Source: an optimization exercise on an open RTL-to-GDS flow (aim: small area and a short achievable clock period). Production flows keep margins and buffers that such runs may drop.

==> flow/design.v <==
module shifter #(
  parameter int AMOUNT = 1
) (
  input  logic [15:0] shift_in,
  output logic [15:0] shift_out
);
  assign shift_out = (shift_in << AMOUNT) | (shift_in >> (16 - AMOUNT));
endmodule
module round (
  input  logic [15:0] x_in, y_in, key_in,
  output logic [15:0] x_out, y_out
);
  logic [15:0] s1, s2, s8;
  shifter #(1) S1 (x_in, s1);
  shifter #(8) S8 (x_in, s8);
  shifter #(2) S2 (x_in, s2);
  assign x_out = (s1 & s8) ^ y_in ^ s2 ^ key_in;
  assign y_out = x_in;
endmodule
module key_gen (
  input  logic [63:0] key_in,
  input  logic        zbit,
  output logic [63:0] key_out
);
  logic [15:0] k3r3, t, tr1;
  shifter #(13) S3 (key_in[63:48], k3r3);    
  assign t = k3r3 ^ key_in[31:16];
  shifter #(15) S1 (t, tr1);                 
  assign key_out = {key_in[15:0] ^ t ^ tr1 ^ 16'hfffc ^ {15'd0, zbit}, key_in[63:16]};
endmodule
module simon32_64 (
  input  logic        clk, reset,
  input  logic        in_valid,
  input  logic [31:0] plaintext,
  input  logic [63:0] key,
  output logic        out_valid,
  output logic [31:0] ciphertext
);
  localparam logic [32:0] REG_AFTER = 33'h111111110;
  localparam int NREG = 8;
  localparam logic [31:0] Z0 = 32'hFA2561CD;
  logic [15:0] xc [0:32], yc [0:32], xs [0:32], ys [0:32];
  logic [63:0] kc [0:32], ks [0:32];
  assign xc[0] = plaintext[31:16];
  assign yc[0] = plaintext[15:0];
  assign kc[0] = key;
  genvar r;
  generate
    for (r = 0; r <= 32; r++) begin : st
      if (REG_AFTER[r]) begin : q
        logic [15:0] xq, yq;
        logic [63:0] kq;
        always_ff @(posedge clk) begin
          xq <= xc[r];
          yq <= yc[r];
          kq <= kc[r];
        end
        assign xs[r] = xq;
        assign ys[r] = yq;
        assign ks[r] = kq;
      end else begin : w
        assign xs[r] = xc[r];
        assign ys[r] = yc[r];
        assign ks[r] = kc[r];
      end
      if (r < 32) begin : rd
        round   R (xs[r], ys[r], ks[r][15:0], xc[r+1], yc[r+1]);
        key_gen K (ks[r], Z0[31-r], kc[r+1]);
      end
    end
  endgenerate
  assign ciphertext = {xs[32], ys[32]};
  logic [NREG-1:0] valid_r;
  always_ff @(posedge clk) begin
    if (reset)
      valid_r <= '0;
    else
      valid_r <= {valid_r, in_valid};
  end
  assign out_valid = valid_r[NREG-1];
endmodule
Settings: LEC_CHECK=0, CAP_MARGIN=20, CORE_MARGIN=2, CORE_UTILIZATION=40, SLEW_MARGIN=20; clock period 2.5 ns.
run.sh (not shown) runs the stock make flow with config.mk's settings and CLKGATE_MAP_FILE= SYNTH_SCRIPT=/design/flow/synth_recipe.tcl, a recipe that flattens the netlist after the stock synthesis.
The starting point completed, yet does not pass: negative setup slack.
Edit:
--- a/flow/design.v
+++ b/flow/design.v
@@ -35,10 +35,10 @@
   input  logic [63:0] key,
   output logic        out_valid,
   output logic [31:0] ciphertext
 );
-  localparam logic [32:0] REG_AFTER = 33'h111111110;
-  localparam int NREG = 8;
+  localparam logic [32:0] REG_AFTER = 33'h149249248;
+  localparam int NREG = 11;
   localparam logic [31:0] Z0 = 32'hFA2561CD;
   logic [15:0] xc [0:32], yc [0:32], xs [0:32], ys [0:32];
   logic [63:0] kc [0:32], ks [0:32];
   assign xc[0] = plaintext[31:16];
=> With this change the flow finished with timing, DRC and antenna clean. Cell area goes down by 26%. Area after synthesis goes down by 2.9%. Routed wire length goes down by 16%. Core utilization goes down by 15 points. Hold slack gets worse by 46 ps.
No run of this note included a check of the RTL's function; only the layout flow was run.

build 79:
simon32_64, a different RTL version from the one above (not shown whole).
Size in the first run: ~4,300 cells after synthesis, about 600 flip-flops, roughly 130 I/O pins, ~0.047 mm² of cells after synthesis.
==> module simon32_64, before the edit <==
module simon32_64 (
  input  logic        clk, reset,
  input  logic        in_valid,
  input  logic [31:0] plaintext,
  input  logic [63:0] key,
  output logic        out_valid,
  output logic [31:0] ciphertext
);
  localparam logic [32:0] REG_AFTER = 33'h122108420;
  localparam int NREG = 7;
  localparam logic [31:0] Z0 = 32'hFA2561CD;
  logic [15:0] xc [0:32], yc [0:32], xs [0:32], ys [0:32];
  logic [63:0] kc [0:32], ks [0:32];
  assign xc[0] = plaintext[31:16];
  assign yc[0] = plaintext[15:0];
  assign kc[0] = key;
  genvar r;
  generate
    for (r = 0; r <= 32; r++) begin : st
      if (REG_AFTER[r]) begin : q
        logic [15:0] xq, yq;
        logic [63:0] kq;
        always_ff @(posedge clk) begin
          xq <= xc[r];
          yq <= yc[r];
          kq <= kc[r];
        end
        assign xs[r] = xq;
        assign ys[r] = yq;
        assign ks[r] = kq;
      end else begin : w
        assign xs[r] = xc[r];
        assign ys[r] = yc[r];
        assign ks[r] = kc[r];
      end
      if (r < 32) begin : rd
        round   R (xs[r], ys[r], ks[r][15:0], xc[r+1], yc[r+1]);
        key_gen K (ks[r], Z0[31-r], kc[r+1]);
      end
    end
  endgenerate
  assign ciphertext = {xs[32], ys[32]};
  logic [NREG-1:0] valid_r;
  always_ff @(posedge clk) begin
    if (reset)
      valid_r <= '0;
    else
      valid_r <= {valid_r, in_valid};
  end
  assign out_valid = valid_r[NREG-1];
endmodule
==> flow/config.mk <==
export PLATFORM = sky130hd
export DESIGN_NAME = simon32_64
export DESIGN_NICKNAME = simon32_64
export VERILOG_FILES = /design/flow/design.v
export SDC_FILE = /design/flow/constraint.sdc
export NUM_CORES = 4
export LEC_CHECK = 0
export CAP_MARGIN = 20
export CORE_MARGIN = 2
export CORE_UTILIZATION = 40
export SLEW_MARGIN = 20
==> flow/constraint.sdc <==
create_clock -name core_clock -period 2.5 [get_ports {clk}]
set_input_delay 0.5000 -clock core_clock [delete_from_list [all_inputs] [get_ports {clk}]]
set_output_delay 0.5000 -clock core_clock [all_outputs]
set_load 0.01 [all_outputs]
| build 79 | all stages done | FAIL | negative setup slack |
### build 79 -> build 19
--- a/flow/design.v
+++ b/flow/design.v
@@ -35,10 +35,10 @@
   input  logic [63:0] key,
   output logic        out_valid,
   output logic [31:0] ciphertext
 );
-  localparam logic [32:0] REG_AFTER = 33'h122108420;
-  localparam int NREG = 7;
+  localparam logic [32:0] REG_AFTER = 33'h155555555;
+  localparam int NREG = 17;
   localparam logic [31:0] Z0 = 32'hFA2561CD;
   logic [15:0] xc [0:32], yc [0:32], xs [0:32], ys [0:32];
   logic [63:0] kc [0:32], ks [0:32];
   assign xc[0] = plaintext[31:16];
Notes after the runs:
- Build 19: done, clean on timing, DRC and antenna
- On global-route wire length before repair, build 19 does better than build 79.
- Per the comparison of build 19 with build 79, post-route cell area went down by 14%; synthesized cell count rose by about 13%; final period demand of the worst path went down by 1.07 ns.
- On summed instance area of the synthesized netlist, build 19 does worse than build 79.
- Of build 19 and build 79, build 19 shows the lower non-clock buffer count, with build 79 above it.
- The initial cell density of the core on build 19 is in line with that on build 79.
- Diff build 79 -> build 19 | number of global-route vias before repair | decrease of about 12%
- Looking at endpoint of the worst setup timing path, the ciphertext[31] result is from build 19; the st[20].q.kq[51]$_DFF_P_ one comes from build 79.
- Build 19: layout multi-input combinational cell count lower than build 79
- The register-to-register slack reported for build 19 is greater than that of build 79 by 1.10 ns.
- Build 79 vs build 19, worst setup path startpoint: st[15].q.kq[55]$_DFF_P_ vs st[32].q.xq[15]$_DFF_P_
- Compared to build 79, build 19 shows a wider setup margin.
No functional check of the RTL was part of any run of this note.

[afterwards: timing with drivers on the ports]
The results above use ideal ports. As a check the final layouts listed here were re-extracted and re-timed, cells and wires unchanged.
Step 1: set_driving_cell puts a clkbuf_16 on clk and a buf_2 on each other input, an assumption about the parent block.
Step 2 times the ports against the registers' clock, not the clock port: input delays grow and output delays shrink by t, the midpoint of the rising clock arrivals with the driver on.
Slacks: ideal / step 1 / step 2; pairs: ideal / step 1.
run | t, ns | slack for setup (ns) | hold slack, ns | worst setup path at the end | worst register clock-pin slew, ns
the first run of note 1 | 0.765 | -0.330 / -0.330 / -0.848 | 0.379 / 0.320 / 0.443 | input to register | 0.07 / 0.07
the second run of note 1 | 0.806 | 0.072 / 0.072 / -0.337 | 0.333 / 0.275 / 0.369 | input to register | 0.07 / 0.07
build 79 | 0.724 | -0.721 / -0.721 / -0.862 | 0.332 / 0.280 / 0.427 | input to register | 0.08 / 0.08
build 19 | 0.855 | 0.346 / 0.267 / 0.379 | 0.141 / 0.087 / 0.319 | register to register | 0.07 / 0.07
With both steps, setup timing fails in the second run of note 1, where it was met with ideal ports. The setup slack of the first run of note 1, which loses most, moves by 0.000 ns with the drivers and by -0.518 ns with both steps.
